Context: an optimization exercise on an open-source flow, tuned for small area and a short achievable clock period. The choices shown serve that exercise and are no tape-out recipe.
At most, simulation tests tie the RTL to the original design; equivalence was not proved.
The clock input has no modelled driver; a real chip could not lean on it and would need a root buffer or a full tree.
No activity file was given, so power comes from the tool's default toggle rates.

==> trial 77: inputs <==
// lightHashDES
module lightHashDES(
    input              clk,
    input              M_valid,
    input              rst_n,
    input      [7:0]   M,
    input     [63:0]   input_length,
    output reg         hash_ready,
    output     [31:0]  digest
);
clock: 3.3 ns
lec_check: 0
cap_margin: 20
core_margin: 2
core_utilization: 40
setup_slack_margin: 1.6
slew_margin: 20
synth_hierarchical: 1
standard.sh (not shown) runs the stock make flow with config.mk's settings and CLKGATE_MAP_FILE= SYNTH_SCRIPT=/design/flow/synth_recipe.tcl, a recipe that flattens the netlist after the stock synthesis.
==> flow/flow/run.sh <==
#!/bin/bash
cp standard.sh standard.sh.txt
export BUFFER_PORTS_ARGS="-buffer_cell sky130_fd_sc_hd__buf_1"
export RECOVER_POWER=100
bash standard.sh > standard.log 2>&1
==> trial 14: changes against trial 77 <==
==> flow/flow/run.sh (replaced) <==
#!/bin/bash
cp standard.sh standard.sh.txt
export BUFFER_PORTS_ARGS="-buffer_cell sky130_fd_sc_hd__buf_1"
bash standard.sh > standard.log 2>&1
==> flow_summary.json <==
{
  "status": "timing/DRC/antenna clean",
  "drtIter0Drc": 165,
  "cp-startpoint": "M[4]",
  "worstPathCellList": "buf_1 > xor2_2 > nor3_1 > a2111oi_2 > o31ai_1 > a21boi_2",
  "dr_total_vias": 3676,
  "period_needed_ns": 1.69,
  "drt-wirelength-per-cell_um": 11.5,
  "p_sw_frac": 0.303,
  "cp.buffers_inverters": 1,
  "slew_headroom": 0.511,
  "buf_share": 0.0726,
  "final-clk-cell-share": 0.0507,
  "p_per_area_mw_per_mm2": 598,
  "worstPathRequired_ns": 3.53
}
Source of the figures above: trial 14

==> flow_summary.json <==
{
  "status": "timing/DRC/antenna clean",
  "cp-startpoint": "M[0]",
  "post-cts-setup-buffer-count": 0,
  "cp.buffers_inverters": 2,
  "die_h_um": 116,
  "drt-wirelength-per-cell_um": 11.5,
  "gr-usage-met1": 0.180,
  "drtIter0Drc": 140,
  "p_per_area_mw_per_mm2": 595,
  "fp-row-count": 40,
  "dr_total_vias": 3660,
  "slew_headroom": 0.406,
  "worstPathCellList": "clkbuf_1 > inv_1 > ha_1 > and3_1 > o31ai_1 > a21boi_0",
  "synthDistinctLibCells": 45,
  "p_sw_frac": 0.300,
  "worstPathRequired_ns": 3.56,
  "buf_share": 0.0720
}
Source of the figures above: trial 77

Function was not checked in any run of this note: the RTL went through the layout flow alone.

========
==> v32 <==
Another version of the RTL of lightHashDES (not shown whole).
Design lightHashDES, start of the top module:
module lightHashDES(
    input              clk,
    input              M_valid,
    input              rst_n,
    input      [7:0]   M,
    input     [63:0]   input_length,
    output reg         hash_ready,
    output     [31:0]  digest
);
clock: 3.3 ns
lec_check: 0
cap_margin: 20
core_margin: 2
core_utilization: 40
setup_slack_margin: 1.6
slew_margin: 20
synth_hierarchical: 1
==> flow/flow/run.sh <==
#!/bin/bash
cp standard.sh standard.sh.txt
export BUFFER_PORTS_ARGS="-buffer_cell sky130_fd_sc_hd__buf_1"
export PRE_CTS_TCL=$(pwd)/flow/cts_hook.tcl
bash standard.sh > standard.log 2>&1
==> flow/flow/cts_hook.tcl <==
# Clock tree of two levels: the clock port drives one root buffer at the
# centre of the flip-flops, which drives four leaf buffers, each driving
# the flip-flops of one quarter of the placement (split at the median x,
# then each half at its median y). All registers get the same depth (two
# buffers), so the tree is balanced; TritonCTS is then skipped.
set nbuf_cell sky130_fd_sc_hd__clkbuf_16
if {[info exists ::env(LEAF_BUF)]} { set nbuf_cell $::env(LEAF_BUF) }
set root_cell sky130_fd_sc_hd__clkbuf_8
if {[info exists ::env(ROOT_BUF)]} { set root_cell $::env(ROOT_BUF) }
set block [ord::get_db_block]
set db [ord::get_db]
set clknet [$block findNet clk]
set master [$db findMaster $nbuf_cell]

set sinks {}
foreach it [$clknet getITerms] {
  set inst [$it getInst]
  set box [$inst getBBox]
  set x [expr {([$box xMin] + [$box xMax]) / 2}]
  set y [expr {([$box yMin] + [$box yMax]) / 2}]
  lappend sinks [list $it $x $y]
}
puts "manual CTS: [llength $sinks] clock sinks"

proc split_half {lst idx} {
  set s [lsort -integer -index $idx $lst]
  set h [expr {[llength $s] / 2}]
  return [list [lrange $s 0 [expr {$h - 1}]] [lrange $s $h end]]
}
set clusters {}
foreach half [split_half $sinks 1] {
  foreach q [split_half $half 2] {
    lappend clusters $q
  }
}

# root buffer at the centre of all sinks
set sx 0; set sy 0
foreach s $sinks { incr sx [lindex $s 1]; incr sy [lindex $s 2] }
set rx [expr {$sx / [llength $sinks]}]
set ry [expr {$sy / [llength $sinks]}]
set rmaster [$db findMaster $root_cell]
set root [odb::dbInst_create $block $rmaster "cts_root"]
set rnet [odb::dbNet_create $block "clknet_cts_root"]
$rnet setSigType CLOCK
[$root findITerm A] connect $clknet
[$root findITerm X] connect $rnet
$root setLocation [expr {$rx - [$rmaster getWidth] / 2}] [expr {$ry - [$rmaster getHeight] / 2}]
$root setPlacementStatus PLACED

set i 0
foreach cl $clusters {
  set n [llength $cl]
  if {$n == 0} { continue }
  set sx 0; set sy 0
  foreach s $cl { incr sx [lindex $s 1]; incr sy [lindex $s 2] }
  set cx [expr {$sx / $n}]
  set cy [expr {$sy / $n}]
  set inst [odb::dbInst_create $block $master "cts_clkbuf_$i"]
  set net [odb::dbNet_create $block "clknet_cts_$i"]
  $net setSigType CLOCK
  [$inst findITerm A] connect $rnet
  [$inst findITerm X] connect $net
  foreach s $cl {
    set it [lindex $s 0]
    $it disconnect
    $it connect $net
  }
  set w [[$inst getMaster] getWidth]
  set h [[$inst getMaster] getHeight]
  $inst setLocation [expr {$cx - $w / 2}] [expr {$cy - $h / 2}]
  $inst setPlacementStatus PLACED
  puts "manual CTS: cts_clkbuf_$i drives $n sinks at ($cx, $cy)"
  incr i
}
$clknet setSigType CLOCK
global_connect

rename clock_tree_synthesis tritoncts_clock_tree_synthesis
proc clock_tree_synthesis {args} {
  puts "manual CTS: clock tree already built, TritonCTS skipped"
}
==> inputs of v21, as changes to v32 <==
--- a/flow/design.v
+++ b/flow/design.v
@@ -231,15 +231,15 @@
     input     [63:0]   input_length,
     output reg         hash_ready,
     output     [31:0]  digest
 );
     reg        busy;
     reg [63:0] counter;
     reg        a_t, b_t, c_t;  
-    reg  [6:0] f;              
+    reg [11:0] f;              
     wire [63:0] counter_d;
     wire start = !busy && M_valid;
     wire z1;
     wire z2;
     wire z3;
     wire z4;
     wire z5;
@@ -714,28 +714,28 @@
             busy       <= 1'b0;
             hash_ready <= 1'b0;
         end else begin
             hash_ready <= busy & one;
             busy       <= busy ? !one : M_valid;
         end
     end
-    localparam [6:0] C0 = 7'b111_0111;
-    localparam [6:0] CP = 7'b011_1001;
-    localparam [6:0] CA = 7'b100_1011;
-    localparam [6:0] CB = 7'b001_0111;
-    localparam [6:0] CC = CA & CB;            
-    localparam [6:0] OA = CA & ~CB;           
-    localparam [6:0] OB = CB & ~CA;           
+    localparam [11:0] C0 = 12'b1010_1101_0101;
+    localparam [11:0] CP = 12'b0111_1110_0011;
+    localparam [11:0] CA = 12'b1000_0110_1111;
+    localparam [11:0] CB = 12'b0001_1001_1111;
+    localparam [11:0] CC = CA & CB;            
+    localparam [11:0] OA = CA & ~CB;           
+    localparam [11:0] OB = CB & ~CA;           
     always @(posedge clk) begin
         counter <= counter_d;
         a_t     <= a_m;
         b_t     <= b_m;
         c_t     <= c_m;
-        f       <= start ? C0 : f ^ CP ^ (OA & {7{a_t}}) ^ (OB & {7{b_t}}) ^ (CC & {7{c_t}});
+        f       <= start ? C0 : f ^ CP ^ (OA & {12{a_t}}) ^ (OB & {12{b_t}}) ^ (CC & {12{c_t}});
     end
     assign digest = {
-        f[2],  f[6],  f[2],  f[6],  ~f[4], f[3],  f[4],  ~f[3],   
-        f[5],  f[5],  ~f[5], ~f[5], ~f[5], 1'b0,  f[5],  1'b0,    
-        ~f[3], ~f[4], f[3],  f[4],  ~f[3], f[2],  f[3],  f[2],    
-        ~f[1], f[0],  ~f[1], ~f[0], f[1],  ~f[0], f[1],  f[0]     
+        f[4],  f[11], f[4],  f[11], f[8],  f[5],  f[7],  f[6],    
+        f[9],  f[9],  f[10], f[10], f[10], 1'b0,  f[9],  1'b0,    
+        f[6],  f[8],  f[5],  f[7],  f[6],  f[4],  f[5],  f[4],    
+        f[3],  f[0],  f[3],  f[1],  f[2],  f[1],  f[2],  f[0]     
     };
 endmodule
==> flow/flow/run.sh (replaced) <==
#!/bin/bash
cp standard.sh standard.sh.txt
export BUFFER_PORTS_ARGS="-buffer_cell sky130_fd_sc_hd__buf_1"
bash standard.sh > standard.log 2>&1
removed: flow/flow/cts_hook.tcl
==> comparison <==
- Against v21, the hold slack of v32 is higher by 0.010 ns.
- In register-to-register slack, v32 and v21 hardly differ.
- In v32 the routed wire length is lower than in v21, by about 2.6%.
- In v21 the sequential cell count is higher than in v32, by 5.
- Critical path depth is the same in v32 and v21.
- Final cell count: v32 is lower than v21 (about 1.7%).
- In v32 the fmax is smaller than in v21, by about 0.8%.
- In v21 the first-iteration DRC count is higher than in v32, by about 55%.
- Against v32, the worst setup slack of v21 is higher by 0.013 ns.
- Between v21 and v32, the lower combinational power is in v32 (gap about 1%, measured against v32).
==> figures <==
| item | v32 | v21 |
|---|---|---|
| Ratio of routed vias to standard cells | 4.56 | 4.61 |
| Placed cell count | 787 | 794 |
| Clock network power share | 20.0% | 22.6% |
| Run status | timing/DRC/antenna clean | timing/DRC/antenna clean |
| Post-synth ARST share | 2.63% | 2.47% |
| Detailed Place HPWL | 6.34 mm | 6.51 mm |
| Overall power | 2.72 mW | 2.97 mW |
| Worst IR Drop VDD | 0.252 mV | 0.292 mV |
| Power in combinational cells | 0.798 mW | 0.808 mW |
| Filler Cells Inserted | 1071 | 1079 |
| Tot GR Track Use | 15.0% | 15.4% |
| Vias in the first global route | 3344 | 3409 |
| Non-clock inverter count | 40 | 35 |
| Post-synthesis share of cell area spent on full adders, half adders and majority gates | 0.301% | 0.289% |
| Worst setup path endpoint | counter[21]$_DFF_P_ | counter[54]$_DFF_P_ |
| Effective utilization at floorplan | 40.7% | 41.6% |
| Power density cells | 540 nW/µm² | 575 nW/µm² |
| Met1 WL | 4.24 mm | 4.34 mm |
| Seq/total area | 30.5% | 31.6% |
| Leakage power of the design | 1.74 nW | 1.77 nW |
| Max Clock Freq | 605 MHz | 610 MHz |
| Die area | 11200 µm² | 11700 µm² |
Only the layout flow was run in v21; the RTL was not checked for function there. The clock cells of v32 come from the design's own scripts or RTL, not from TritonCTS.

[port drivers added, routing unchanged]
The flow's constraints put no driver on any port. The routed layouts listed below were extracted and timed again, unchanged, in two steps. Step 1, drivers: a clkbuf_16 drives clk and a buf_2 each remaining input, both assumed. Step 2 moves the port delays by t, midway between the first and last clock arrival at a register: inputs arrive t later, outputs are due t later. That takes back most of the time a late clock gives input paths. Three values: ideal ports, drivers, drivers and shift; two values: the first two.
| run | t, ns | setup WS [ns] | latest minus earliest clock arrival (ns) | worst register clock-pin slew, ns |
|---|---|---|---|---|
| trial 77 | 0.376 | 1.382 / 1.393 / 1.017 | 0.008 / 0.008 | 0.06 / 0.06 |
| trial 14 | 0.376 | 1.608 / 1.620 / 1.244 | 0.009 / 0.008 | 0.06 / 0.06 |
| v32 | 0.378 | 1.647 / 1.647 / 1.440 | 0.006 / 0.006 | 0.08 / 0.08 |
| v21 | 0.389 | 1.661 / 1.650 / 1.302 | 0.011 / 0.012 | 0.09 / 0.09 |
After both steps setup and hold are still met in every run listed. The setup slack of trial 77, which loses most, moves by +0.011 ns with the drivers and by -0.365 ns with both steps.
